Source: an optimization exercise on an open RTL-to-GDS flow (aim: small area and a short achievable clock period). Production flows keep margins and buffers that such runs may drop.
Function not checked in this run: the RTL went through the layout flow alone.
Power figures rest on the tool's default switching activity, not on a simulated workload.

File: flow/run.sh
#!/bin/bash
# The standard layout (standard.sh, unchanged synthesis), except that the
# port buffers are plain buffers instead of delay cells. Tool output: standard.log
# here and ORFS's own logs under orfs/logs.
set -e
echo 'export BUFFER_PORTS_ARGS = -buffer_cell sky130_fd_sc_hd__buf_1' >> "$FLOW_CONFIG"
bash standard.sh > standard.log 2>&1
File: standard.sh
#!/bin/bash
# synth_recipe.tcl (not shown) runs the flow's synth.tcl, then flattens the netlist and writes it again
# the make line also repeats each setting of config.mk as NAME=value (left out here)
make -C /OpenROAD-flow-scripts/flow DESIGN_CONFIG=/design/flow/config.mk WORK_HOME=/design/flow/orfs CLKGATE_MAP_FILE= SYNTH_SCRIPT=/design/flow/synth_recipe.tcl "${@:-finish}"
File: config.mk
export PLATFORM = sky130hd
export DESIGN_NAME = piped_wallace_mult
export DESIGN_NICKNAME = piped_wallace_mult
export VERILOG_FILES = /design/flow/design.v
export SDC_FILE = /design/flow/constraint.sdc
export NUM_CORES = 4
export LEC_CHECK = 0
export CAP_MARGIN = 20
export CORE_MARGIN = 2
export CORE_UTILIZATION = 40
export SETUP_SLACK_MARGIN = 0.95
export SLEW_MARGIN = 20
export SYNTH_HIERARCHICAL = 1
export SYNTH_MINIMUM_KEEP_SIZE = 0
export BUFFER_PORTS_ARGS = -buffer_cell sky130_fd_sc_hd__buf_1
File: constraint.sdc
create_clock -name core_clock -period 2.8 [get_ports {clock}]
set_input_delay 0.5600 -clock core_clock [delete_from_list [all_inputs] [get_ports {clock}]]
set_output_delay 0.5600 -clock core_clock [all_outputs]
set_load 0.01 [all_outputs]
File: design.v
module piped_wallace_mult(
    input wire clock, reset,
    input wire [15:0] x, y,
    output reg [31:0] prod
);
    reg [59:0] r1;
    reg [90:0] r2;
    reg [60:0] r3;
    reg v1, v2, v3;
    wire g1 = x[1] & x[0];
    wire q2 = x[1] ^ x[0];
    wire g3 = x[2] & x[1];
    wire q4 = x[2] ^ x[1];
    wire g5 = x[3] & x[2];
    wire q6 = x[3] ^ x[2];
    wire g7 = x[4] & x[3];
    wire q8 = x[4] ^ x[3];
    wire g9 = x[5] & x[4];
    wire q10 = x[5] ^ x[4];
    wire g11 = x[6] & x[5];
    wire q12 = x[6] ^ x[5];
    wire g13 = x[7] & x[6];
    wire q14 = x[7] ^ x[6];
    wire g15 = x[8] & x[7];
    wire q16 = x[8] ^ x[7];
    wire g17 = x[9] & x[8];
    wire q18 = x[9] ^ x[8];
    wire g19 = x[10] & x[9];
    wire q20 = x[10] ^ x[9];
    wire g21 = x[11] & x[10];
    wire q22 = x[11] ^ x[10];
    wire g23 = x[12] & x[11];
    wire q24 = x[12] ^ x[11];
    wire g25 = x[13] & x[12];
    wire q26 = x[13] ^ x[12];
    wire g27 = x[14] & x[13];
    wire q28 = x[14] ^ x[13];
    wire g29 = x[15] & x[14];
    wire q30 = x[15] ^ x[14];
    wire t31, u32;
    pfxn i33 (.gh(g5), .ph(q6), .gl(g3), .pl(q4), .g(t31), .p(u32));
    wire t34, u35;
    pfxn i36 (.gh(g9), .ph(q10), .gl(g7), .pl(q8), .g(t34), .p(u35));
    wire t37, u38;
    pfxn i39 (.gh(g13), .ph(q14), .gl(g11), .pl(q12), .g(t37), .p(u38));
    wire t40, u41;
    pfxn i42 (.gh(g17), .ph(q18), .gl(g15), .pl(q16), .g(t40), .p(u41));
    wire t43, u44;
    pfxn i45 (.gh(g21), .ph(q22), .gl(g19), .pl(q20), .g(t43), .p(u44));
    wire t46, u47;
    pfxn i48 (.gh(g25), .ph(q26), .gl(g23), .pl(q24), .g(t46), .p(u47));
    wire t49, u50;
    pfxn i51 (.gh(g29), .ph(q30), .gl(g27), .pl(q28), .g(t49), .p(u50));
    wire t52;
    pfxn_g i53 (.gh(g3), .ph(q4), .gl(g1), .g(t52));
    wire n54 = ~t31;
    wire n55 = ~u32;
    wire t56;
    pfxn_g i57 (.gh(n54), .ph(n55), .gl(g1), .g(t56));
    wire n58 = ~g11;
    wire n59 = ~q12;
    wire t60, u61;
    pfxp i62 (.gh(n58), .ph(n59), .gl(t34), .pl(u35), .g(t60), .p(u61));
    wire t63, u64;
    pfxp i65 (.gh(t37), .ph(u38), .gl(t34), .pl(u35), .g(t63), .p(u64));
    wire n66 = ~g19;
    wire n67 = ~q20;
    wire t68, u69;
    pfxp i70 (.gh(n66), .ph(n67), .gl(t40), .pl(u41), .g(t68), .p(u69));
    wire t71, u72;
    pfxp i73 (.gh(t43), .ph(u44), .gl(t40), .pl(u41), .g(t71), .p(u72));
    wire n74 = ~g27;
    wire n75 = ~q28;
    wire t76, u77;
    pfxp i78 (.gh(n74), .ph(n75), .gl(t46), .pl(u47), .g(t76), .p(u77));
    wire t79, u80;
    pfxp i81 (.gh(t49), .ph(u50), .gl(t46), .pl(u47), .g(t79), .p(u80));
    wire n82 = ~g7;
    wire n83 = ~q8;
    wire t84;
    pfxp_g i85 (.gh(n82), .ph(n83), .gl(t56), .g(t84));
    wire t86;
    pfxp_g i87 (.gh(t34), .ph(u35), .gl(t56), .g(t86));
    wire n88 = ~t60;
    wire n89 = ~u61;
    wire t90;
    pfxp_g i91 (.gh(n88), .ph(n89), .gl(t56), .g(t90));
    wire n92 = ~t63;
    wire n93 = ~u64;
    wire t94;
    pfxp_g i95 (.gh(n92), .ph(n93), .gl(t56), .g(t94));
    wire t96, u97;
    pfxn i98 (.gh(g23), .ph(q24), .gl(t71), .pl(u72), .g(t96), .p(u97));
    wire n99 = ~t46;
    wire n100 = ~u47;
    wire t101, u102;
    pfxn i103 (.gh(n99), .ph(n100), .gl(t71), .pl(u72), .g(t101), .p(u102));
    wire t104, u105;
    pfxn i106 (.gh(t76), .ph(u77), .gl(t71), .pl(u72), .g(t104), .p(u105));
    wire t107, u108;
    pfxn i109 (.gh(t79), .ph(u80), .gl(t71), .pl(u72), .g(t107), .p(u108));
    wire t110;
    pfxn_g i111 (.gh(g15), .ph(q16), .gl(t94), .g(t110));
    wire n112 = ~t40;
    wire n113 = ~u41;
    wire t114;
    pfxn_g i115 (.gh(n112), .ph(n113), .gl(t94), .g(t114));
    wire t116;
    pfxn_g i117 (.gh(t68), .ph(u69), .gl(t94), .g(t116));
    wire t118;
    pfxn_g i119 (.gh(t71), .ph(u72), .gl(t94), .g(t118));
    wire n120 = ~t96;
    wire n121 = ~u97;
    wire t122;
    pfxn_g i123 (.gh(n120), .ph(n121), .gl(t94), .g(t122));
    wire n124 = ~t101;
    wire n125 = ~u102;
    wire t126;
    pfxn_g i127 (.gh(n124), .ph(n125), .gl(t94), .g(t126));
    wire n128 = ~t104;
    wire n129 = ~u105;
    wire t130;
    pfxn_g i131 (.gh(n128), .ph(n129), .gl(t94), .g(t130));
    wire n132 = ~t107;
    wire n133 = ~u108;
    wire t134;
    pfxn_g i135 (.gh(n132), .ph(n133), .gl(t94), .g(t134));
    wire n136 = ~x[15];
    wire t137 = ~(n136 | t134);
    wire z138 = q4 ^ g1;
    wire z139 = ~(q6 ^ t52);
    wire z140 = ~(q8 ^ t56);
    wire z141 = q10 ^ t84;
    wire z142 = q12 ^ t86;
    wire z143 = q14 ^ t90;
    wire z144 = q16 ^ t94;
    wire z145 = ~(q18 ^ t110);
    wire z146 = ~(q20 ^ t114);
    wire z147 = ~(q22 ^ t116);
    wire z148 = ~(q24 ^ t118);
    wire z149 = ~(q26 ^ t122);
    wire z150 = ~(q28 ^ t126);
    wire z151 = ~(q30 ^ t130);
    wire z152 = ~(x[15] ^ t134);
    wire p153 = ((r1[33] & r1[0]) | (r1[35] & r1[0])) ^ r1[37];
    wire p154 = ((r1[33] & r1[1]) | (r1[34] & r1[0]) | (r1[35] & r1[16])) ^ r1[37];
    wire p155 = ((r1[33] & r1[2]) | (r1[34] & r1[1]) | (r1[35] & r1[17]) | (r1[36] & r1[0])) ^ r1[37];
    wire p156 = ((r1[33] & r1[3]) | (r1[34] & r1[2]) | (r1[35] & r1[18]) | (r1[36] & r1[1])) ^ r1[37];
    wire p157 = ((r1[33] & r1[4]) | (r1[34] & r1[3]) | (r1[35] & r1[19]) | (r1[36] & r1[2])) ^ r1[37];
    wire p158 = ((r1[33] & r1[5]) | (r1[34] & r1[4]) | (r1[35] & r1[20]) | (r1[36] & r1[3])) ^ r1[37];
    wire p159 = ((r1[33] & r1[6]) | (r1[34] & r1[5]) | (r1[35] & r1[21]) | (r1[36] & r1[4])) ^ r1[37];
    wire p160 = ((r1[33] & r1[7]) | (r1[34] & r1[6]) | (r1[35] & r1[22]) | (r1[36] & r1[5])) ^ r1[37];
    wire p161 = ((r1[33] & r1[8]) | (r1[34] & r1[7]) | (r1[35] & r1[23]) | (r1[36] & r1[6])) ^ r1[37];
    wire p162 = ((r1[33] & r1[9]) | (r1[34] & r1[8]) | (r1[35] & r1[24]) | (r1[36] & r1[7])) ^ r1[37];
    wire p163 = ((r1[33] & r1[10]) | (r1[34] & r1[9]) | (r1[35] & r1[25]) | (r1[36] & r1[8])) ^ r1[37];
    wire p164 = ((r1[33] & r1[11]) | (r1[34] & r1[10]) | (r1[35] & r1[26]) | (r1[36] & r1[9])) ^ r1[37];
    wire p165 = ((r1[33] & r1[12]) | (r1[34] & r1[11]) | (r1[35] & r1[27]) | (r1[36] & r1[10])) ^ r1[37];
    wire p166 = ((r1[33] & r1[13]) | (r1[34] & r1[12]) | (r1[35] & r1[28]) | (r1[36] & r1[11])) ^ r1[37];
    wire p167 = ((r1[33] & r1[14]) | (r1[34] & r1[13]) | (r1[35] & r1[29]) | (r1[36] & r1[12])) ^ r1[37];
    wire p168 = ((r1[33] & r1[15]) | (r1[34] & r1[14]) | (r1[35] & r1[30]) | (r1[36] & r1[13])) ^ r1[37];
    wire p169 = ((r1[34] & r1[15]) | (r1[35] & r1[31]) | (r1[36] & r1[14])) ^ r1[37];
    wire p170 = ((r1[35] & r1[32]) | (r1[36] & r1[15])) ^ r1[37];
    wire p171 = ((r1[38] & r1[0]) | (r1[40] & r1[0])) ^ r1[42];
    wire p172 = ((r1[38] & r1[1]) | (r1[39] & r1[0]) | (r1[40] & r1[16])) ^ r1[42];
    wire p173 = ((r1[38] & r1[2]) | (r1[39] & r1[1]) | (r1[40] & r1[17]) | (r1[41] & r1[0])) ^ r1[42];
    wire p174 = ((r1[38] & r1[3]) | (r1[39] & r1[2]) | (r1[40] & r1[18]) | (r1[41] & r1[1])) ^ r1[42];
    wire p175 = ((r1[38] & r1[4]) | (r1[39] & r1[3]) | (r1[40] & r1[19]) | (r1[41] & r1[2])) ^ r1[42];
    wire p176 = ((r1[38] & r1[5]) | (r1[39] & r1[4]) | (r1[40] & r1[20]) | (r1[41] & r1[3])) ^ r1[42];
    wire p177 = ((r1[38] & r1[6]) | (r1[39] & r1[5]) | (r1[40] & r1[21]) | (r1[41] & r1[4])) ^ r1[42];
    wire p178 = ((r1[38] & r1[7]) | (r1[39] & r1[6]) | (r1[40] & r1[22]) | (r1[41] & r1[5])) ^ r1[42];
    wire p179 = ((r1[38] & r1[8]) | (r1[39] & r1[7]) | (r1[40] & r1[23]) | (r1[41] & r1[6])) ^ r1[42];
    wire p180 = ((r1[38] & r1[9]) | (r1[39] & r1[8]) | (r1[40] & r1[24]) | (r1[41] & r1[7])) ^ r1[42];
    wire p181 = ((r1[38] & r1[10]) | (r1[39] & r1[9]) | (r1[40] & r1[25]) | (r1[41] & r1[8])) ^ r1[42];
    wire p182 = ((r1[38] & r1[11]) | (r1[39] & r1[10]) | (r1[40] & r1[26]) | (r1[41] & r1[9])) ^ r1[42];
    wire p183 = ((r1[38] & r1[12]) | (r1[39] & r1[11]) | (r1[40] & r1[27]) | (r1[41] & r1[10])) ^ r1[42];
    wire p184 = ((r1[38] & r1[13]) | (r1[39] & r1[12]) | (r1[40] & r1[28]) | (r1[41] & r1[11])) ^ r1[42];
    wire p185 = ((r1[38] & r1[14]) | (r1[39] & r1[13]) | (r1[40] & r1[29]) | (r1[41] & r1[12])) ^ r1[42];
    wire p186 = ((r1[38] & r1[15]) | (r1[39] & r1[14]) | (r1[40] & r1[30]) | (r1[41] & r1[13])) ^ r1[42];
    wire p187 = ((r1[39] & r1[15]) | (r1[40] & r1[31]) | (r1[41] & r1[14])) ^ r1[42];
    wire p188 = ((r1[40] & r1[32]) | (r1[41] & r1[15])) ^ r1[42];
    wire p189 = ((r1[43] & r1[0]) | (r1[45] & r1[0])) ^ r1[47];
    wire p190 = ((r1[43] & r1[1]) | (r1[44] & r1[0]) | (r1[45] & r1[16])) ^ r1[47];
    wire p191 = ((r1[43] & r1[2]) | (r1[44] & r1[1]) | (r1[45] & r1[17]) | (r1[46] & r1[0])) ^ r1[47];
    wire p192 = ((r1[43] & r1[3]) | (r1[44] & r1[2]) | (r1[45] & r1[18]) | (r1[46] & r1[1])) ^ r1[47];
    wire p193 = ((r1[43] & r1[4]) | (r1[44] & r1[3]) | (r1[45] & r1[19]) | (r1[46] & r1[2])) ^ r1[47];
    wire p194 = ((r1[43] & r1[5]) | (r1[44] & r1[4]) | (r1[45] & r1[20]) | (r1[46] & r1[3])) ^ r1[47];
    wire p195 = ((r1[43] & r1[6]) | (r1[44] & r1[5]) | (r1[45] & r1[21]) | (r1[46] & r1[4])) ^ r1[47];
    wire p196 = ((r1[43] & r1[7]) | (r1[44] & r1[6]) | (r1[45] & r1[22]) | (r1[46] & r1[5])) ^ r1[47];
    wire p197 = ((r1[43] & r1[8]) | (r1[44] & r1[7]) | (r1[45] & r1[23]) | (r1[46] & r1[6])) ^ r1[47];
    wire p198 = ((r1[43] & r1[9]) | (r1[44] & r1[8]) | (r1[45] & r1[24]) | (r1[46] & r1[7])) ^ r1[47];
    wire p199 = ((r1[43] & r1[10]) | (r1[44] & r1[9]) | (r1[45] & r1[25]) | (r1[46] & r1[8])) ^ r1[47];
    wire p200 = ((r1[43] & r1[11]) | (r1[44] & r1[10]) | (r1[45] & r1[26]) | (r1[46] & r1[9])) ^ r1[47];
    wire p201 = ((r1[43] & r1[12]) | (r1[44] & r1[11]) | (r1[45] & r1[27]) | (r1[46] & r1[10])) ^ r1[47];
    wire p202 = ((r1[43] & r1[13]) | (r1[44] & r1[12]) | (r1[45] & r1[28]) | (r1[46] & r1[11])) ^ r1[47];
    wire p203 = ((r1[43] & r1[14]) | (r1[44] & r1[13]) | (r1[45] & r1[29]) | (r1[46] & r1[12])) ^ r1[47];
    wire p204 = ((r1[43] & r1[15]) | (r1[44] & r1[14]) | (r1[45] & r1[30]) | (r1[46] & r1[13])) ^ r1[47];
    wire p205 = ((r1[44] & r1[15]) | (r1[45] & r1[31]) | (r1[46] & r1[14])) ^ r1[47];
    wire p206 = ((r1[45] & r1[32]) | (r1[46] & r1[15])) ^ r1[47];
    wire p207 = ((r1[48] & r1[0]) | (r1[50] & r1[0])) ^ r1[52];
    wire p208 = ((r1[48] & r1[1]) | (r1[49] & r1[0]) | (r1[50] & r1[16])) ^ r1[52];
    wire p209 = ((r1[48] & r1[2]) | (r1[49] & r1[1]) | (r1[50] & r1[17]) | (r1[51] & r1[0])) ^ r1[52];
    wire p210 = ((r1[48] & r1[3]) | (r1[49] & r1[2]) | (r1[50] & r1[18]) | (r1[51] & r1[1])) ^ r1[52];
    wire p211 = ((r1[48] & r1[4]) | (r1[49] & r1[3]) | (r1[50] & r1[19]) | (r1[51] & r1[2])) ^ r1[52];
    wire p212 = ((r1[48] & r1[5]) | (r1[49] & r1[4]) | (r1[50] & r1[20]) | (r1[51] & r1[3])) ^ r1[52];
    wire p213 = ((r1[48] & r1[6]) | (r1[49] & r1[5]) | (r1[50] & r1[21]) | (r1[51] & r1[4])) ^ r1[52];
    wire p214 = ((r1[48] & r1[7]) | (r1[49] & r1[6]) | (r1[50] & r1[22]) | (r1[51] & r1[5])) ^ r1[52];
    wire p215 = ((r1[48] & r1[8]) | (r1[49] & r1[7]) | (r1[50] & r1[23]) | (r1[51] & r1[6])) ^ r1[52];
    wire p216 = ((r1[48] & r1[9]) | (r1[49] & r1[8]) | (r1[50] & r1[24]) | (r1[51] & r1[7])) ^ r1[52];
    wire p217 = ((r1[48] & r1[10]) | (r1[49] & r1[9]) | (r1[50] & r1[25]) | (r1[51] & r1[8])) ^ r1[52];
    wire p218 = ((r1[48] & r1[11]) | (r1[49] & r1[10]) | (r1[50] & r1[26]) | (r1[51] & r1[9])) ^ r1[52];
    wire p219 = ((r1[48] & r1[12]) | (r1[49] & r1[11]) | (r1[50] & r1[27]) | (r1[51] & r1[10])) ^ r1[52];
    wire p220 = ((r1[48] & r1[13]) | (r1[49] & r1[12]) | (r1[50] & r1[28]) | (r1[51] & r1[11])) ^ r1[52];
    wire p221 = ((r1[48] & r1[14]) | (r1[49] & r1[13]) | (r1[50] & r1[29]) | (r1[51] & r1[12])) ^ r1[52];
    wire p222 = ((r1[48] & r1[15]) | (r1[49] & r1[14]) | (r1[50] & r1[30]) | (r1[51] & r1[13])) ^ r1[52];
    wire p223 = ((r1[49] & r1[15]) | (r1[50] & r1[31]) | (r1[51] & r1[14])) ^ r1[52];
    wire p224 = ((r1[50] & r1[32]) | (r1[51] & r1[15])) ^ r1[52];
    wire p225 = ((r1[53] & r1[0]) | (r1[55] & r1[0])) ^ r1[57];
    wire p226 = ((r1[53] & r1[1]) | (r1[54] & r1[0]) | (r1[55] & r1[16])) ^ r1[57];
    wire p227 = ((r1[53] & r1[2]) | (r1[54] & r1[1]) | (r1[55] & r1[17]) | (r1[56] & r1[0])) ^ r1[57];
    wire p228 = ((r1[53] & r1[3]) | (r1[54] & r1[2]) | (r1[55] & r1[18]) | (r1[56] & r1[1])) ^ r1[57];
    wire p229 = ((r1[53] & r1[4]) | (r1[54] & r1[3]) | (r1[55] & r1[19]) | (r1[56] & r1[2])) ^ r1[57];
    wire p230 = ((r1[53] & r1[5]) | (r1[54] & r1[4]) | (r1[55] & r1[20]) | (r1[56] & r1[3])) ^ r1[57];
    wire p231 = ((r1[53] & r1[6]) | (r1[54] & r1[5]) | (r1[55] & r1[21]) | (r1[56] & r1[4])) ^ r1[57];
    wire p232 = ((r1[53] & r1[7]) | (r1[54] & r1[6]) | (r1[55] & r1[22]) | (r1[56] & r1[5])) ^ r1[57];
    wire p233 = ((r1[53] & r1[8]) | (r1[54] & r1[7]) | (r1[55] & r1[23]) | (r1[56] & r1[6])) ^ r1[57];
    wire p234 = ((r1[53] & r1[9]) | (r1[54] & r1[8]) | (r1[55] & r1[24]) | (r1[56] & r1[7])) ^ r1[57];
    wire p235 = ((r1[53] & r1[10]) | (r1[54] & r1[9]) | (r1[55] & r1[25]) | (r1[56] & r1[8])) ^ r1[57];
    wire p236 = ((r1[53] & r1[11]) | (r1[54] & r1[10]) | (r1[55] & r1[26]) | (r1[56] & r1[9])) ^ r1[57];
    wire p237 = ((r1[53] & r1[12]) | (r1[54] & r1[11]) | (r1[55] & r1[27]) | (r1[56] & r1[10])) ^ r1[57];
    wire p238 = ((r1[53] & r1[13]) | (r1[54] & r1[12]) | (r1[55] & r1[28]) | (r1[56] & r1[11])) ^ r1[57];
    wire p239 = ((r1[53] & r1[14]) | (r1[54] & r1[13]) | (r1[55] & r1[29]) | (r1[56] & r1[12])) ^ r1[57];
    wire p240 = ((r1[53] & r1[15]) | (r1[54] & r1[14]) | (r1[55] & r1[30]) | (r1[56] & r1[13])) ^ r1[57];
    wire p241 = ((r1[54] & r1[15]) | (r1[55] & r1[31]) | (r1[56] & r1[14])) ^ r1[57];
    wire p242 = ((r1[55] & r1[32]) | (r1[56] & r1[15])) ^ r1[57];
    wire p243 = (r1[58] & r1[0]);
    wire p244 = (r1[58] & r1[1]) | (r1[59] & r1[0]);
    wire p245 = (r1[58] & r1[2]) | (r1[59] & r1[1]);
    wire p246 = (r1[58] & r1[3]) | (r1[59] & r1[2]);
    wire p247 = (r1[58] & r1[4]) | (r1[59] & r1[3]);
    wire p248 = (r1[58] & r1[5]) | (r1[59] & r1[4]);
    wire p249 = (r1[58] & r1[6]) | (r1[59] & r1[5]);
    wire p250 = (r1[58] & r1[7]) | (r1[59] & r1[6]);
    wire p251 = (r1[58] & r1[8]) | (r1[59] & r1[7]);
    wire p252 = (r1[58] & r1[9]) | (r1[59] & r1[8]);
    wire p253 = (r1[58] & r1[10]) | (r1[59] & r1[9]);
    wire p254 = (r1[58] & r1[11]) | (r1[59] & r1[10]);
    wire p255 = (r1[58] & r1[12]) | (r1[59] & r1[11]);
    wire p256 = (r1[58] & r1[13]) | (r1[59] & r1[12]);
    wire p257 = (r1[58] & r1[14]) | (r1[59] & r1[13]);
    wire p258 = (r1[58] & r1[15]) | (r1[59] & r1[14]);
    wire p259 = (r1[59] & r1[15]);
    wire p260 = ~r1[37];
    wire p261 = ~r1[42];
    wire p262 = ~r1[47];
    wire p263 = ~r1[52];
    wire p264 = ~r1[57];
    wire s265 = p156 ^ p171 ^ r1[42];
    wire c266 = (p156 & p171) | (p156 & r1[42]) | (p171 & r1[42]);
    wire s267 = p159 ^ p174 ^ p189;
    wire c268 = (p159 & p174) | (p159 & p189) | (p174 & p189);
    wire s269 = p160 ^ p175 ^ p190;
    wire c270 = (p160 & p175) | (p160 & p190) | (p175 & p190);
    wire s271 = p161 ^ p176 ^ p191;
    wire c272 = (p161 & p176) | (p161 & p191) | (p176 & p191);
    wire s273 = p162 ^ p177 ^ p192;
    wire c274 = (p162 & p177) | (p162 & p192) | (p177 & p192);
    wire s275 = p163 ^ p178 ^ p193;
    wire c276 = (p163 & p178) | (p163 & p193) | (p178 & p193);
    wire s277 = p164 ^ p179 ^ p194;
    wire c278 = (p164 & p179) | (p164 & p194) | (p179 & p194);
    wire s279 = p165 ^ p180 ^ p195;
    wire c280 = (p165 & p180) | (p165 & p195) | (p180 & p195);
    wire s281 = p210 ^ p225 ^ r1[57];
    wire c282 = (p210 & p225) | (p210 & r1[57]) | (p225 & r1[57]);
    wire s283 = p166 ^ p181 ^ p196;
    wire c284 = (p166 & p181) | (p166 & p196) | (p181 & p196);
    wire s285 = p211 ^ p226;
    wire c286 = p211 & p226;
    wire s287 = p167 ^ p182 ^ p197;
    wire c288 = (p167 & p182) | (p167 & p197) | (p182 & p197);
    wire s289 = p212 ^ p227;
    wire c290 = p212 & p227;
    wire s291 = p168 ^ p183 ^ p198;
    wire c292 = (p168 & p183) | (p168 & p198) | (p183 & p198);
    wire s293 = p213 ^ p228 ^ p243;
    wire c294 = (p213 & p228) | (p213 & p243) | (p228 & p243);
    wire s295 = p169 ^ p184 ^ p199;
    wire c296 = (p169 & p184) | (p169 & p199) | (p184 & p199);
    wire s297 = p214 ^ p229 ^ p244;
    wire c298 = (p214 & p229) | (p214 & p244) | (p229 & p244);
    wire s299 = p170 ^ p185 ^ p200;
    wire c300 = (p170 & p185) | (p170 & p200) | (p185 & p200);
    wire s301 = p215 ^ p230 ^ p245;
    wire c302 = (p215 & p230) | (p215 & p245) | (p230 & p245);
    wire s303 = p186 ^ p201 ^ p216;
    wire c304 = (p186 & p201) | (p186 & p216) | (p201 & p216);
    wire s305 = p231 ^ p246 ^ r1[37];
    wire c306 = (p231 & p246) | (p231 & r1[37]) | (p246 & r1[37]);
    wire s307 = p187 ^ p202 ^ p217;
    wire c308 = (p187 & p202) | (p187 & p217) | (p202 & p217);
    wire s309 = p232 ^ p247 ^ r1[37];
    wire c310 = (p232 & p247) | (p232 & r1[37]) | (p247 & r1[37]);
    wire s311 = p188 ^ p203 ^ p218;
    wire c312 = (p188 & p203) | (p188 & p218) | (p203 & p218);
    wire s313 = p233 ^ p248 ^ r1[37];
    wire c314 = (p233 & p248) | (p233 & r1[37]) | (p248 & r1[37]);
    wire s315 = p204 ^ p219 ^ p234;
    wire c316 = (p204 & p219) | (p204 & p234) | (p219 & p234);
    wire s317 = p249 ^ p260 ^ p261;
    wire c318 = (p249 & p260) | (p249 & p261) | (p260 & p261);
    wire s319 = p205 ^ p220 ^ p235;
    wire c320 = (p205 & p220) | (p205 & p235) | (p220 & p235);
    wire s321 = p250 ^ 1'b1;
    wire c322 = p250 & 1'b1;
    wire s323 = p206 ^ p221 ^ p236;
    wire c324 = (p206 & p221) | (p206 & p236) | (p221 & p236);
    wire s325 = p251 ^ 1'b1;
    wire c326 = p251 & 1'b1;
    wire s327 = p222 ^ p237 ^ p252;
    wire c328 = (p222 & p237) | (p222 & p252) | (p237 & p252);
    wire s329 = p223 ^ p238 ^ p253;
    wire c330 = (p223 & p238) | (p223 & p253) | (p238 & p253);
    wire s331 = p224 ^ p239 ^ p254;
    wire c332 = (p224 & p239) | (p224 & p254) | (p239 & p254);
    wire s333 = p240 ^ p255 ^ p263;
    wire c334 = (p240 & p255) | (p240 & p263) | (p255 & p263);
    wire s335 = p241 ^ p256 ^ 1'b1;
    wire c336 = (p241 & p256) | (p241 & 1'b1) | (p256 & 1'b1);
    wire s337 = p242 ^ p257 ^ 1'b1;
    wire c338 = (p242 & p257) | (p242 & 1'b1) | (p257 & 1'b1);
    wire s339 = r2[16] ^ r2[17];
    wire c340 = r2[16] & r2[17];
    wire s341 = r2[20] ^ r2[21];
    wire c342 = r2[20] & r2[21];
    wire s343 = r2[23] ^ r2[24];
    wire c344 = r2[23] & r2[24];
    wire s345 = r2[26] ^ r2[27];
    wire c346 = r2[26] & r2[27];
    wire s347 = r2[29] ^ r2[30] ^ r2[31];
    wire c348 = (r2[29] & r2[30]) | (r2[29] & r2[31]) | (r2[30] & r2[31]);
    wire s349 = r2[33] ^ r2[34] ^ r2[35];
    wire c350 = (r2[33] & r2[34]) | (r2[33] & r2[35]) | (r2[34] & r2[35]);
    wire s351 = r2[37] ^ r2[38] ^ r2[39];
    wire c352 = (r2[37] & r2[38]) | (r2[37] & r2[39]) | (r2[38] & r2[39]);
    wire s353 = r2[41] ^ r2[42] ^ r2[43];
    wire c354 = (r2[41] & r2[42]) | (r2[41] & r2[43]) | (r2[42] & r2[43]);
    wire s355 = r2[45] ^ r2[46] ^ r2[47];
    wire c356 = (r2[45] & r2[46]) | (r2[45] & r2[47]) | (r2[46] & r2[47]);
    wire s357 = r2[49] ^ r2[50] ^ r2[51];
    wire c358 = (r2[49] & r2[50]) | (r2[49] & r2[51]) | (r2[50] & r2[51]);
    wire s359 = r2[53] ^ r2[54] ^ r2[55];
    wire c360 = (r2[53] & r2[54]) | (r2[53] & r2[55]) | (r2[54] & r2[55]);
    wire s361 = r2[57] ^ r2[58] ^ r2[59];
    wire c362 = (r2[57] & r2[58]) | (r2[57] & r2[59]) | (r2[58] & r2[59]);
    wire s363 = r2[61] ^ r2[62] ^ r2[63];
    wire c364 = (r2[61] & r2[62]) | (r2[61] & r2[63]) | (r2[62] & r2[63]);
    wire s365 = r2[65] ^ r2[66] ^ r2[67];
    wire c366 = (r2[65] & r2[66]) | (r2[65] & r2[67]) | (r2[66] & r2[67]);
    wire s367 = r2[69] ^ r2[70] ^ r2[71];
    wire c368 = (r2[69] & r2[70]) | (r2[69] & r2[71]) | (r2[70] & r2[71]);
    wire s369 = r2[73] ^ r2[74] ^ r2[75];
    wire c370 = (r2[73] & r2[74]) | (r2[73] & r2[75]) | (r2[74] & r2[75]);
    wire s371 = r2[77] ^ r2[78];
    wire c372 = r2[77] & r2[78];
    wire s373 = r2[79] ^ r2[80];
    wire c374 = r2[79] & r2[80];
    wire s375 = r2[5] ^ r2[6];
    wire c376 = r2[5] & r2[6];
    wire s377 = r2[8] ^ r2[9];
    wire c378 = r2[8] & r2[9];
    wire s379 = r2[10] ^ r2[11];
    wire c380 = r2[10] & r2[11];
    wire s381 = r2[12] ^ r2[13];
    wire c382 = r2[12] & r2[13];
    wire s383 = r2[14] ^ r2[15];
    wire c384 = r2[14] & r2[15];
    wire s385 = s339 ^ r2[18] ^ r2[19];
    wire c386 = (s339 & r2[18]) | (s339 & r2[19]) | (r2[18] & r2[19]);
    wire s387 = c340 ^ s341 ^ r2[22];
    wire c388 = (c340 & s341) | (c340 & r2[22]) | (s341 & r2[22]);
    wire s389 = c342 ^ s343 ^ r2[25];
    wire c390 = (c342 & s343) | (c342 & r2[25]) | (s343 & r2[25]);
    wire s391 = c344 ^ s345 ^ r2[28];
    wire c392 = (c344 & s345) | (c344 & r2[28]) | (s345 & r2[28]);
    wire s393 = c346 ^ s347 ^ r2[32];
    wire c394 = (c346 & s347) | (c346 & r2[32]) | (s347 & r2[32]);
    wire s395 = c348 ^ s349 ^ r2[36];
    wire c396 = (c348 & s349) | (c348 & r2[36]) | (s349 & r2[36]);
    wire s397 = c350 ^ s351 ^ r2[40];
    wire c398 = (c350 & s351) | (c350 & r2[40]) | (s351 & r2[40]);
    wire s399 = c352 ^ s353 ^ r2[44];
    wire c400 = (c352 & s353) | (c352 & r2[44]) | (s353 & r2[44]);
    wire s401 = c354 ^ s355 ^ r2[48];
    wire c402 = (c354 & s355) | (c354 & r2[48]) | (s355 & r2[48]);
    wire s403 = c356 ^ s357 ^ r2[52];
    wire c404 = (c356 & s357) | (c356 & r2[52]) | (s357 & r2[52]);
    wire s405 = c358 ^ s359 ^ r2[56];
    wire c406 = (c358 & s359) | (c358 & r2[56]) | (s359 & r2[56]);
    wire s407 = c360 ^ s361 ^ r2[60];
    wire c408 = (c360 & s361) | (c360 & r2[60]) | (s361 & r2[60]);
    wire s409 = c362 ^ s363 ^ r2[64];
    wire c410 = (c362 & s363) | (c362 & r2[64]) | (s363 & r2[64]);
    wire s411 = c364 ^ s365 ^ r2[68];
    wire c412 = (c364 & s365) | (c364 & r2[68]) | (s365 & r2[68]);
    wire s413 = c366 ^ s367 ^ r2[72];
    wire c414 = (c366 & s367) | (c366 & r2[72]) | (s367 & r2[72]);
    wire s415 = c368 ^ s369 ^ r2[76];
    wire c416 = (c368 & s369) | (c368 & r2[76]) | (s369 & r2[76]);
    wire s417 = c370 ^ s371 ^ 1'b1;
    wire c418 = (c370 & s371) | (c370 & 1'b1) | (s371 & 1'b1);
    wire s419 = c372 ^ s373 ^ 1'b1;
    wire c420 = (c372 & s373) | (c372 & 1'b1) | (s373 & 1'b1);
    wire s421 = c374 ^ r2[81] ^ r2[82];
    wire c422 = (c374 & r2[81]) | (c374 & r2[82]) | (r2[81] & r2[82]);
    wire s423 = r2[83] ^ r2[84];
    wire c424 = r2[83] & r2[84];
    wire s425 = r2[85] ^ r2[86];
    wire c426 = r2[85] & r2[86];
    wire s427 = r2[87] ^ r2[88] ^ r2[89];
    wire c428 = (r2[87] & r2[88]) | (r2[87] & r2[89]) | (r2[88] & r2[89]);
    wire s429 = r2[90] ^ 1'b1;
    wire c430 = r2[90] & 1'b1;
    wire t431 = ~(r3[2] & r3[0]);
    wire u432 = r3[4] & r3[3];
    wire t433, u434;
    pfxn i435 (.gh(r3[7]), .ph(r3[8]), .gl(r3[5]), .pl(r3[6]), .g(t433), .p(u434));
    wire t436, u437;
    pfxn i438 (.gh(r3[11]), .ph(r3[12]), .gl(r3[9]), .pl(r3[10]), .g(t436), .p(u437));
    wire t439, u440;
    pfxn i441 (.gh(r3[15]), .ph(r3[16]), .gl(r3[13]), .pl(r3[14]), .g(t439), .p(u440));
    wire t442, u443;
    pfxn i444 (.gh(r3[19]), .ph(r3[20]), .gl(r3[17]), .pl(r3[18]), .g(t442), .p(u443));
    wire t445, u446;
    pfxn i447 (.gh(r3[23]), .ph(r3[24]), .gl(r3[21]), .pl(r3[22]), .g(t445), .p(u446));
    wire t448, u449;
    pfxn i450 (.gh(r3[27]), .ph(r3[28]), .gl(r3[25]), .pl(r3[26]), .g(t448), .p(u449));
    wire t451, u452;
    pfxn i453 (.gh(r3[31]), .ph(r3[32]), .gl(r3[29]), .pl(r3[30]), .g(t451), .p(u452));
    wire t454, u455;
    pfxn i456 (.gh(r3[35]), .ph(r3[36]), .gl(r3[33]), .pl(r3[34]), .g(t454), .p(u455));
    wire t457, u458;
    pfxn i459 (.gh(r3[39]), .ph(r3[40]), .gl(r3[37]), .pl(r3[38]), .g(t457), .p(u458));
    wire t460, u461;
    pfxn i462 (.gh(r3[43]), .ph(r3[44]), .gl(r3[41]), .pl(r3[42]), .g(t460), .p(u461));
    wire t463, u464;
    pfxn i465 (.gh(r3[47]), .ph(r3[48]), .gl(r3[45]), .pl(r3[46]), .g(t463), .p(u464));
    wire t466, u467;
    pfxn i468 (.gh(r3[51]), .ph(r3[52]), .gl(r3[49]), .pl(r3[50]), .g(t466), .p(u467));
    wire t469, u470;
    pfxn i471 (.gh(r3[55]), .ph(r3[56]), .gl(r3[53]), .pl(r3[54]), .g(t469), .p(u470));
    wire n472 = ~r3[3];
    wire t473 = ~(n472 | t431);
    wire n474 = ~u432;
    wire t475 = ~(n474 | t431);
    wire n476 = ~r3[9];
    wire n477 = ~r3[10];
    wire t478, u479;
    pfxp i480 (.gh(n476), .ph(n477), .gl(t433), .pl(u434), .g(t478), .p(u479));
    wire t481, u482;
    pfxp i483 (.gh(t436), .ph(u437), .gl(t433), .pl(u434), .g(t481), .p(u482));
    wire n484 = ~r3[17];
    wire n485 = ~r3[18];
    wire t486, u487;
    pfxp i488 (.gh(n484), .ph(n485), .gl(t439), .pl(u440), .g(t486), .p(u487));
    wire t489, u490;
    pfxp i491 (.gh(t442), .ph(u443), .gl(t439), .pl(u440), .g(t489), .p(u490));
    wire n492 = ~r3[25];
    wire n493 = ~r3[26];
    wire t494, u495;
    pfxp i496 (.gh(n492), .ph(n493), .gl(t445), .pl(u446), .g(t494), .p(u495));
    wire t497, u498;
    pfxp i499 (.gh(t448), .ph(u449), .gl(t445), .pl(u446), .g(t497), .p(u498));
    wire n500 = ~r3[33];
    wire n501 = ~r3[34];
    wire t502, u503;
    pfxp i504 (.gh(n500), .ph(n501), .gl(t451), .pl(u452), .g(t502), .p(u503));
    wire t505, u506;
    pfxp i507 (.gh(t454), .ph(u455), .gl(t451), .pl(u452), .g(t505), .p(u506));
    wire n508 = ~r3[41];
    wire n509 = ~r3[42];
    wire t510, u511;
    pfxp i512 (.gh(n508), .ph(n509), .gl(t457), .pl(u458), .g(t510), .p(u511));
    wire t513, u514;
    pfxp i515 (.gh(t460), .ph(u461), .gl(t457), .pl(u458), .g(t513), .p(u514));
    wire n516 = ~r3[49];
    wire n517 = ~r3[50];
    wire t518, u519;
    pfxp i520 (.gh(n516), .ph(n517), .gl(t463), .pl(u464), .g(t518), .p(u519));
    wire t521, u522;
    pfxp i523 (.gh(t466), .ph(u467), .gl(t463), .pl(u464), .g(t521), .p(u522));
    wire n524 = ~r3[57];
    wire n525 = ~r3[58];
    wire t526, u527;
    pfxp i528 (.gh(n524), .ph(n525), .gl(t469), .pl(u470), .g(t526), .p(u527));
    wire t529;
    pfxn_g i530 (.gh(r3[5]), .ph(r3[6]), .gl(t475), .g(t529));
    wire n531 = ~t433;
    wire n532 = ~u434;
    wire t533;
    pfxn_g i534 (.gh(n531), .ph(n532), .gl(t475), .g(t533));
    wire t535;
    pfxn_g i536 (.gh(t478), .ph(u479), .gl(t475), .g(t535));
    wire t537;
    pfxn_g i538 (.gh(t481), .ph(u482), .gl(t475), .g(t537));
    wire t539, u540;
    pfxn i541 (.gh(r3[21]), .ph(r3[22]), .gl(t489), .pl(u490), .g(t539), .p(u540));
    wire n542 = ~t445;
    wire n543 = ~u446;
    wire t544, u545;
    pfxn i546 (.gh(n542), .ph(n543), .gl(t489), .pl(u490), .g(t544), .p(u545));
    wire t547, u548;
    pfxn i549 (.gh(t494), .ph(u495), .gl(t489), .pl(u490), .g(t547), .p(u548));
    wire t550, u551;
    pfxn i552 (.gh(t497), .ph(u498), .gl(t489), .pl(u490), .g(t550), .p(u551));
    wire t553, u554;
    pfxn i555 (.gh(r3[37]), .ph(r3[38]), .gl(t505), .pl(u506), .g(t553), .p(u554));
    wire n556 = ~t457;
    wire n557 = ~u458;
    wire t558, u559;
    pfxn i560 (.gh(n556), .ph(n557), .gl(t505), .pl(u506), .g(t558), .p(u559));
    wire t561, u562;
    pfxn i563 (.gh(t510), .ph(u511), .gl(t505), .pl(u506), .g(t561), .p(u562));
    wire t564, u565;
    pfxn i566 (.gh(t513), .ph(u514), .gl(t505), .pl(u506), .g(t564), .p(u565));
    wire t567, u568;
    pfxn i569 (.gh(r3[53]), .ph(r3[54]), .gl(t521), .pl(u522), .g(t567), .p(u568));
    wire n570 = ~t469;
    wire n571 = ~u470;
    wire t572, u573;
    pfxn i574 (.gh(n570), .ph(n571), .gl(t521), .pl(u522), .g(t572), .p(u573));
    wire t575, u576;
    pfxn i577 (.gh(t526), .ph(u527), .gl(t521), .pl(u522), .g(t575), .p(u576));
    wire n578 = ~r3[13];
    wire n579 = ~r3[14];
    wire t580;
    pfxp_g i581 (.gh(n578), .ph(n579), .gl(t537), .g(t580));
    wire t582;
    pfxp_g i583 (.gh(t439), .ph(u440), .gl(t537), .g(t582));
    wire n584 = ~t486;
    wire n585 = ~u487;
    wire t586;
    pfxp_g i587 (.gh(n584), .ph(n585), .gl(t537), .g(t586));
    wire n588 = ~t489;
    wire n589 = ~u490;
    wire t590;
    pfxp_g i591 (.gh(n588), .ph(n589), .gl(t537), .g(t590));
    wire t592;
    pfxp_g i593 (.gh(t539), .ph(u540), .gl(t537), .g(t592));
    wire t594;
    pfxp_g i595 (.gh(t544), .ph(u545), .gl(t537), .g(t594));
    wire t596;
    pfxp_g i597 (.gh(t547), .ph(u548), .gl(t537), .g(t596));
    wire t598;
    pfxp_g i599 (.gh(t550), .ph(u551), .gl(t537), .g(t598));
    wire n600 = ~r3[45];
    wire n601 = ~r3[46];
    wire t602, u603;
    pfxp i604 (.gh(n600), .ph(n601), .gl(t564), .pl(u565), .g(t602), .p(u603));
    wire t605, u606;
    pfxp i607 (.gh(t463), .ph(u464), .gl(t564), .pl(u565), .g(t605), .p(u606));
    wire n608 = ~t518;
    wire n609 = ~u519;
    wire t610, u611;
    pfxp i612 (.gh(n608), .ph(n609), .gl(t564), .pl(u565), .g(t610), .p(u611));
    wire n613 = ~t521;
    wire n614 = ~u522;
    wire t615, u616;
    pfxp i617 (.gh(n613), .ph(n614), .gl(t564), .pl(u565), .g(t615), .p(u616));
    wire t618, u619;
    pfxp i620 (.gh(t567), .ph(u568), .gl(t564), .pl(u565), .g(t618), .p(u619));
    wire t621, u622;
    pfxp i623 (.gh(t572), .ph(u573), .gl(t564), .pl(u565), .g(t621), .p(u622));
    wire t624, u625;
    pfxp i626 (.gh(t575), .ph(u576), .gl(t564), .pl(u565), .g(t624), .p(u625));
    wire t627;
    pfxn_g i628 (.gh(r3[29]), .ph(r3[30]), .gl(t598), .g(t627));
    wire n629 = ~t451;
    wire n630 = ~u452;
    wire t631;
    pfxn_g i632 (.gh(n629), .ph(n630), .gl(t598), .g(t631));
    wire t633;
    pfxn_g i634 (.gh(t502), .ph(u503), .gl(t598), .g(t633));
    wire t635;
    pfxn_g i636 (.gh(t505), .ph(u506), .gl(t598), .g(t635));
    wire n637 = ~t553;
    wire n638 = ~u554;
    wire t639;
    pfxn_g i640 (.gh(n637), .ph(n638), .gl(t598), .g(t639));
    wire n641 = ~t558;
    wire n642 = ~u559;
    wire t643;
    pfxn_g i644 (.gh(n641), .ph(n642), .gl(t598), .g(t643));
    wire n645 = ~t561;
    wire n646 = ~u562;
    wire t647;
    pfxn_g i648 (.gh(n645), .ph(n646), .gl(t598), .g(t647));
    wire n649 = ~t564;
    wire n650 = ~u565;
    wire t651;
    pfxn_g i652 (.gh(n649), .ph(n650), .gl(t598), .g(t651));
    wire t653;
    pfxn_g i654 (.gh(t602), .ph(u603), .gl(t598), .g(t653));
    wire t655;
    pfxn_g i656 (.gh(t605), .ph(u606), .gl(t598), .g(t655));
    wire t657;
    pfxn_g i658 (.gh(t610), .ph(u611), .gl(t598), .g(t657));
    wire t659;
    pfxn_g i660 (.gh(t615), .ph(u616), .gl(t598), .g(t659));
    wire t661;
    pfxn_g i662 (.gh(t618), .ph(u619), .gl(t598), .g(t661));
    wire t663;
    pfxn_g i664 (.gh(t621), .ph(u622), .gl(t598), .g(t663));
    wire t665;
    pfxn_g i666 (.gh(t624), .ph(u625), .gl(t598), .g(t665));
    wire z667 = r3[2] ^ r3[0];
    wire z668 = ~(r3[3] ^ t431);
    wire z669 = r3[4] ^ t473;
    wire z670 = r3[6] ^ t475;
    wire z671 = ~(r3[8] ^ t529);
    wire z672 = ~(r3[10] ^ t533);
    wire z673 = ~(r3[12] ^ t535);
    wire z674 = ~(r3[14] ^ t537);
    wire z675 = r3[16] ^ t580;
    wire z676 = r3[18] ^ t582;
    wire z677 = r3[20] ^ t586;
    wire z678 = r3[22] ^ t590;
    wire z679 = r3[24] ^ t592;
    wire z680 = r3[26] ^ t594;
    wire z681 = r3[28] ^ t596;
    wire z682 = r3[30] ^ t598;
    wire z683 = ~(r3[32] ^ t627);
    wire z684 = ~(r3[34] ^ t631);
    wire z685 = ~(r3[36] ^ t633);
    wire z686 = ~(r3[38] ^ t635);
    wire z687 = ~(r3[40] ^ t639);
    wire z688 = ~(r3[42] ^ t643);
    wire z689 = ~(r3[44] ^ t647);
    wire z690 = ~(r3[46] ^ t651);
    wire z691 = ~(r3[48] ^ t653);
    wire z692 = ~(r3[50] ^ t655);
    wire z693 = ~(r3[52] ^ t657);
    wire z694 = ~(r3[54] ^ t659);
    wire z695 = ~(r3[56] ^ t661);
    wire z696 = ~(r3[58] ^ t663);
    wire z697 = ~(r3[60] ^ t665);
    wire [31:0] result = {z697, z696, z695, z694, z693, z692, z691, z690, z689, z688, z687, z686, z685, z684, z683, z682, z681, z680, z679, z678, z677, z676, z675, z674, z673, z672, z671, z670, z669, z668, z667, r3[1]};
    always @(posedge clock) begin
        r1 <= {(y[14] & y[15]), (y[14] & ~y[15]) | (~y[14] & y[15]), y[14], (y[11] & y[12] & y[13] & ~y[14]) | (~y[11] & ~y[12] & ~y[13] & y[14]), (y[11] & ~y[12] & y[13] & ~y[14]) | (~y[11] & y[12] & y[13] & ~y[14]) | (y[11] & ~y[12] & ~y[13] & y[14]) | (~y[11] & y[12] & ~y[13] & y[14]), (y[11] & y[12] & ~y[13] & ~y[14]) | (~y[11] & ~y[12] & y[13] & ~y[14]) | (y[11] & y[12] & ~y[13] & y[14]) | (~y[11] & ~y[12] & y[13] & y[14]), (y[11] & ~y[12] & ~y[13] & ~y[14]) | (~y[11] & y[12] & ~y[13] & ~y[14]) | (y[11] & ~y[12] & y[13] & y[14]) | (~y[11] & y[12] & y[13] & y[14]), y[11], (y[8] & y[9] & y[10] & ~y[11]) | (~y[8] & ~y[9] & ~y[10] & y[11]), (y[8] & ~y[9] & y[10] & ~y[11]) | (~y[8] & y[9] & y[10] & ~y[11]) | (y[8] & ~y[9] & ~y[10] & y[11]) | (~y[8] & y[9] & ~y[10] & y[11]), (y[8] & y[9] & ~y[10] & ~y[11]) | (~y[8] & ~y[9] & y[10] & ~y[11]) | (y[8] & y[9] & ~y[10] & y[11]) | (~y[8] & ~y[9] & y[10] & y[11]), (y[8] & ~y[9] & ~y[10] & ~y[11]) | (~y[8] & y[9] & ~y[10] & ~y[11]) | (y[8] & ~y[9] & y[10] & y[11]) | (~y[8] & y[9] & y[10] & y[11]), y[8], (y[5] & y[6] & y[7] & ~y[8]) | (~y[5] & ~y[6] & ~y[7] & y[8]), (y[5] & ~y[6] & y[7] & ~y[8]) | (~y[5] & y[6] & y[7] & ~y[8]) | (y[5] & ~y[6] & ~y[7] & y[8]) | (~y[5] & y[6] & ~y[7] & y[8]), (y[5] & y[6] & ~y[7] & ~y[8]) | (~y[5] & ~y[6] & y[7] & ~y[8]) | (y[5] & y[6] & ~y[7] & y[8]) | (~y[5] & ~y[6] & y[7] & y[8]), (y[5] & ~y[6] & ~y[7] & ~y[8]) | (~y[5] & y[6] & ~y[7] & ~y[8]) | (y[5] & ~y[6] & y[7] & y[8]) | (~y[5] & y[6] & y[7] & y[8]), y[5], (y[2] & y[3] & y[4] & ~y[5]) | (~y[2] & ~y[3] & ~y[4] & y[5]), (y[2] & ~y[3] & y[4] & ~y[5]) | (~y[2] & y[3] & y[4] & ~y[5]) | (y[2] & ~y[3] & ~y[4] & y[5]) | (~y[2] & y[3] & ~y[4] & y[5]), (y[2] & y[3] & ~y[4] & ~y[5]) | (~y[2] & ~y[3] & y[4] & ~y[5]) | (y[2] & y[3] & ~y[4] & y[5]) | (~y[2] & ~y[3] & y[4] & y[5]), (y[2] & ~y[3] & ~y[4] & ~y[5]) | (~y[2] & y[3] & ~y[4] & ~y[5]) | (y[2] & ~y[3] & y[4] & y[5]) | (~y[2] & y[3] & y[4] & y[5]), y[2], (~y[0] & ~y[1] & y[2]), (y[0] & y[1] & ~y[2]) | (y[0] & ~y[1] & y[2]), (~y[0] & y[1] & ~y[2]) | (~y[0] & y[1] & y[2]), (y[0] & ~y[1] & ~y[2]) | (y[0] & y[1] & y[2]), t137, z152, z151, z150, z149, z148, z147, z146, z145, z144, z143, z142, z141, z140, z139, z138, q2, x[15], x[14], x[13], x[12], x[11], x[10], x[9], x[8], x[7], x[6], x[5], x[4], x[3], x[2], x[1], x[0]};
        r2 <= {p259, p264, p258, c338, s337, c336, s335, c334, s333, c332, s331, c330, s329, c328, p262, s327, c326, c324, s325, s323, c322, c320, s321, s319, c318, c316, s317, s315, c314, c312, s313, s311, c310, c308, s309, s307, c306, c304, s305, s303, c302, c300, s301, s299, c298, c296, s297, s295, c294, c292, s293, s291, c290, c288, s289, s287, c286, c284, s285, s283, c282, c280, s281, s279, c278, p209, s277, c276, p208, s275, c274, r1[52], p207, s273, c272, s271, c270, s269, c268, r1[47], s267, p173, p158, p172, p157, c266, s265, p155, p154, r1[37], p153};
        r3 <= {c428 ^ s429, c428 & s429, c426 ^ s427, c426 & s427, c424 ^ s425, c424 & s425, c422 ^ s423, c422 & s423, c420 ^ s421, c420 & s421, c418 ^ s419, c418 & s419, c416 ^ s417, c416 & s417, c414 ^ s415, c414 & s415, c412 ^ s413, c412 & s413, c410 ^ s411, c410 & s411, c408 ^ s409, c408 & s409, c406 ^ s407, c406 & s407, c404 ^ s405, c404 & s405, c402 ^ s403, c402 & s403, c400 ^ s401, c400 & s401, c398 ^ s399, c398 & s399, c396 ^ s397, c396 & s397, c394 ^ s395, c394 & s395, c392 ^ s393, c392 & s393, c390 ^ s391, c390 & s391, c388 ^ s389, c388 & s389, c386 ^ s387, c386 & s387, c384 ^ s385, c384 & s385, c382 ^ s383, c382 & s383, c380 ^ s381, c380 & s381, c378 ^ s379, c378 & s379, c376 ^ s377, c376 & s377, s375 ^ r2[7], s375 & r2[7], r2[4], r2[3], r2[2], r2[0] ^ r2[1], r2[0] & r2[1]};
    end
    always @(posedge clock or posedge reset)
        if (reset) begin
            v1 <= 1'b0; v2 <= 1'b0; v3 <= 1'b0; prod <= 32'd0;
        end else begin
            v1 <= 1'b1; v2 <= v1; v3 <= v2;
            prod <= v3 ? result : 32'd0;
        end
endmodule
module pfxn(input wire gh, ph, gl, pl, output wire g, p);
    assign g = ~(gh | (ph & gl));
    assign p = ~(ph & pl);
endmodule
module pfxn_g(input wire gh, ph, gl, output wire g);
    assign g = ~(gh | (ph & gl));
endmodule
module pfxp(input wire gh, ph, gl, pl, output wire g, p);
    assign g = ~(gh & (ph | gl));
    assign p = ~(ph | pl);
endmodule
module pfxp_g(input wire gh, ph, gl, output wire g);
    assign g = ~(gh & (ph | gl));
endmodule
==> impl_metrics.env <==
export IMPL_avgSynthCellArea_um2=11.2
export IMPL_clock_skew_ns=0.0105
export IMPL_start_util_pct=40.9
export IMPL_syn_cell_area_um2=13000
export IMPL_synth_area_leaders="dfxtp_1 (33%), fa_1 (9.1%), xnor2_1 (8.4%)"
export IMPL_yosysUniqueCellTypes=35
export IMPL_grt_max_degree=36
export IMPL_clock_sinks=246
export IMPL_syn_nets=1318
export IMPL_hold_viol=0
export IMPL_setup_tns_ns=0
export IMPL_rows=65
export IMPL_design_area_um2=14700
export IMPL_synth_flop_cell="dfxtp_1"
export IMPL_clock_root_buffer="clkbuf_16"
export IMPL_finalCriticalPeriod_ns=1.82
export IMPL_fillCellCount=2921
export IMPL_hold_class="in -> async"
export IMPL_crit_chain="inv_2 -> fa_1 -> inv_2 -> fa_2 -> ha_1"
export IMPL_placed_cells=1614
export IMPL_die_w_um=184
export IMPL_grt_usage_pct=16.2
export IMPL_path_buf_inv=2
export IMPL_ios=66
export IMPL_grt_ovfl_total=0
export IMPL_postLayoutSetupSlackWorst_ns=0.982
export IMPL_post_route_period_util_pct=64.9
export IMPL_setup_viol=0
export IMPL_h_tree_depth=1
export IMPL_drv_slew=0
export IMPL_path_max_fanout=1
export IMPL_pre_cts_ws_ns=0.581
export IMPL_fin_nets=1368
export IMPL_critPathLaunchType="flop"
export IMPL_routed_wl_um=26200
export IMPL_max_cap_violations=0
export IMPL_portBuffers=65
export IMPL_yosysTopAreaCell="dfxtp_1"
export IMPL_viasPerCell=4.88
export IMPL_syn_inst=1159
export IMPL_critPathMaxStageDelay_ns=0.55
export IMPL_place_congestion=0.876
export IMPL_slowest_stage="fa_1"
export IMPL_synth_edff_count=0
export IMPL_drtIter0Drc=590
export IMPL_ys_seq_area_share_pct=39.2
export IMPL_arrival_ns=2.22
export IMPL_tightestPinTransition_ns=0.725
export IMPL_power_density_nw_per_um2=977
export IMPL_cts_buffer_depth=3
export IMPL_cts_buffers=26
export IMPL_path_clk_slew_ns=0.06
export IMPL_layout_cells_non_filler=1664
export IMPL_post_dp_cell_area_um2=13600
export IMPL_cp_common_cell="inv_2"
export IMPL_avgRoutedWirePerCell_um=15.8
export IMPL_syn_to_final_growth_pct=13.0
export IMPL_antenna_found_initial=0
export IMPL_rsz0062_at_grt="yes"
export IMPL_critical_path_class="reg -> reg"
export IMPL_core_area_um2=31800
export IMPL_insertion_delay_ns=0.52
export IMPL_firstDrtPassIters=8
export IMPL_crit_required_ns=3.20
export IMPL_irDropWorstVdd_uv=468
export IMPL_cp_end_kind="flop"
export IMPL_status="timing/DRC/antenna clean"
export IMPL_power_leakage_nw=6.14
export IMPL_dr_total_vias=8119
export IMPL_die_height_um=184
export IMPL_drive_above_1_share_pct=24.4
export IMPL_dp_hpwl_um=20100
export IMPL_cts_tree="done"
export IMPL_synth_seq_cells=246
export IMPL_max_freq_ghz=0.550
export IMPL_drc_errors=0
export IMPL_postRouteAntennaNets=0
export IMPL_grt_pass1_wl_um=44800
export IMPL_die_area_um2=33900
export IMPL_synth_async_reset_ratio_pct=14.2
export IMPL_grt_pass1_vias=8451
export IMPL_relSlewSlack_pct=51.7
export IMPL_crit_family="adder cells"
export IMPL_synth_top_area_share_pct=32.5
export IMPL_hold_buffers=0
export IMPL_yosys_warnings=7
export IMPL_n_antenna_cell=0
-- state kept, by name (all words and copies together) (netlist names) --
register  flops
v2            1
r2           91
prod         32
v3            1
r1           60
r3           60
v1            1
-- path summary, 6_finish.rpt --
check,from,endpoint,slack [ns],cells past startpoint
min in group core_clock,x[12],r1[12],0.20,1
min,reset,prod[23],0.11,3
max,r2[71],r3[44],0.98,5
min reg2reg,r2[4],r3[4],0.33,0
max in group asynchronous,reset,prod[11],2.38,3
max reg2reg,r2[71],r3[44],0.98,5
-- Yosys cell counts (7+ instances only) --
library cell / instances
dfxtp_1: 211
o21ai_0: 7
a21oi_2: 64
a22o_1: 80
o21ai_1: 14
fa_1: 59
a222oi_1: 10
xor2_1: 14
nand2_1: 49
buf_4: 7
nor2b_1: 7
and2_1: 34
buf_2: 43
clkbuf_1: 12
dfrtp_1: 35
nor2_1: 36
ha_1: 66
o21ai_2: 26
buf_6: 24
xnor2_1: 125
a22oi_1: 11
inv_1: 135
a221oi_2: 68
-- cell usage in the layout (no fill, tap or decap), types with 10 or more instances in the layout --
master	instances
dfrtp_1	35
buf_4	40
xor2_1	14
a221oi_2	67
ha_1	59
o21ai_1	12
a22oi_1	11
xnor2_1	125
inv_1	133
nor2_1	34
nand2_1	48
dfxtp_2	32
fa_1	58
buf_1	65
a21oi_2	60
and2_1	34
clkbuf_16	27
a22o_1	80
o21ai_2	25
dfxtp_1	177
a222oi_1	10
-- routing by layer --
| metal | wire (um) | track usage (%) |
|---|---|---|
| met3 | 1540 | 2.75 |
| met4 | 307 | 3.46 |
| met5 | 0 | 0 |
| met2 | 11500 | 25.6 |
| met1 | 12800 | 23.2 |
-- Yosys stat by module, one instance, submodules excluded --
module | cells | flops+latches
pfxn | 2 | 0
pfxp | 2 | 0
pfxn_g | 1 | 0
piped_wallace_mult | 996 | 246
pfxp_g | 1 | 0
-- repair_timing --
action / 4_1_cts / 5_1_grt
setup buffers: 1 / 1
gates resized for setup: 28 / 20
setup endpoints to repair: 53 / 43
pin swaps: 1 / 11
-- report_power, final --
part,total [mW],switching [mW],internal (mW)
sequential,5.50,0.823,4.68
combinational,5.27,2.76,2.51
clock,3.58,1.37,2.21
total,14.4,4.95,9.40
-- worst min-delay path, delay by kind of cell --
family | cells | cell delay (ns)
buffers and inverters | 3 | 0.48
-- logic make-up after synthesis --
group           count (synthesis)  synth area share (%)
fa+ha+maj                     125                  15.4
compound gates                285                  21.8
other cells                     1                0.0289
flops                         246                  39.2
xor+xnor                      141                  9.72
buf+inv                       223                  8.53
simple gates                  138                  5.19
-- per-stage QoR --
stage	hold slack, ns	power, mW	utilization [%]
6_report	0.112	14.4	46.2
5_1_grt	0.158	15.6	46.2
4_1_cts	0.113	14.5	46.0
3_5_place_dp	0.315	10.8	42.9
3_3_place_gp	0.314	10.6	42.9
2_1_floorplan	0.310	9.32	-
-- cell type report --
type                            instances  area (um2)  area share, %
Clock buffer                           32         724           4.93
Clock inverter                         16         198           1.35
Inverter                              136         510           3.48
Multi-Input combinational cell        690        6960           47.4
Sequential cell                       246        5150           35.0
Tap cell                              435         544           3.71
Timing Repair Buffer                  109         607           4.13

==> port drivers added, routing unchanged <==
How much do the figures lean on ideal ports? The routed layout below was timed once more, with nothing changed but the port constraints.
Step 1 (the two cells are an assumption about what drives the block):
set clk [get_ports {clock}]
set_driving_cell -lib_cell sky130_fd_sc_hd__clkbuf_16 $clk
set_driving_cell -lib_cell sky130_fd_sc_hd__buf_2 [delete_from_list [all_inputs] $clk]
Step 2 adds t to the input delays and takes it off the output delays; t is the mean of the earliest and latest rising clock arrival at the registers after step 1. Input paths then give back, and output paths get back, about the clock's delay inside the block.
Three values: ideal ports, drivers, drivers and shift; two values: the first two.
shift t [ns]: 0.559
setup WS [ns]: 0.982 / 0.982 / 0.591
worst setup path after step 2: input to register
slew at the worst register clock pin (ns): 0.06 / 0.06
After both steps setup and hold are still met in this run. The setup slack of this run moves by 0.000 ns with the drivers and by -0.391 ns with both steps.
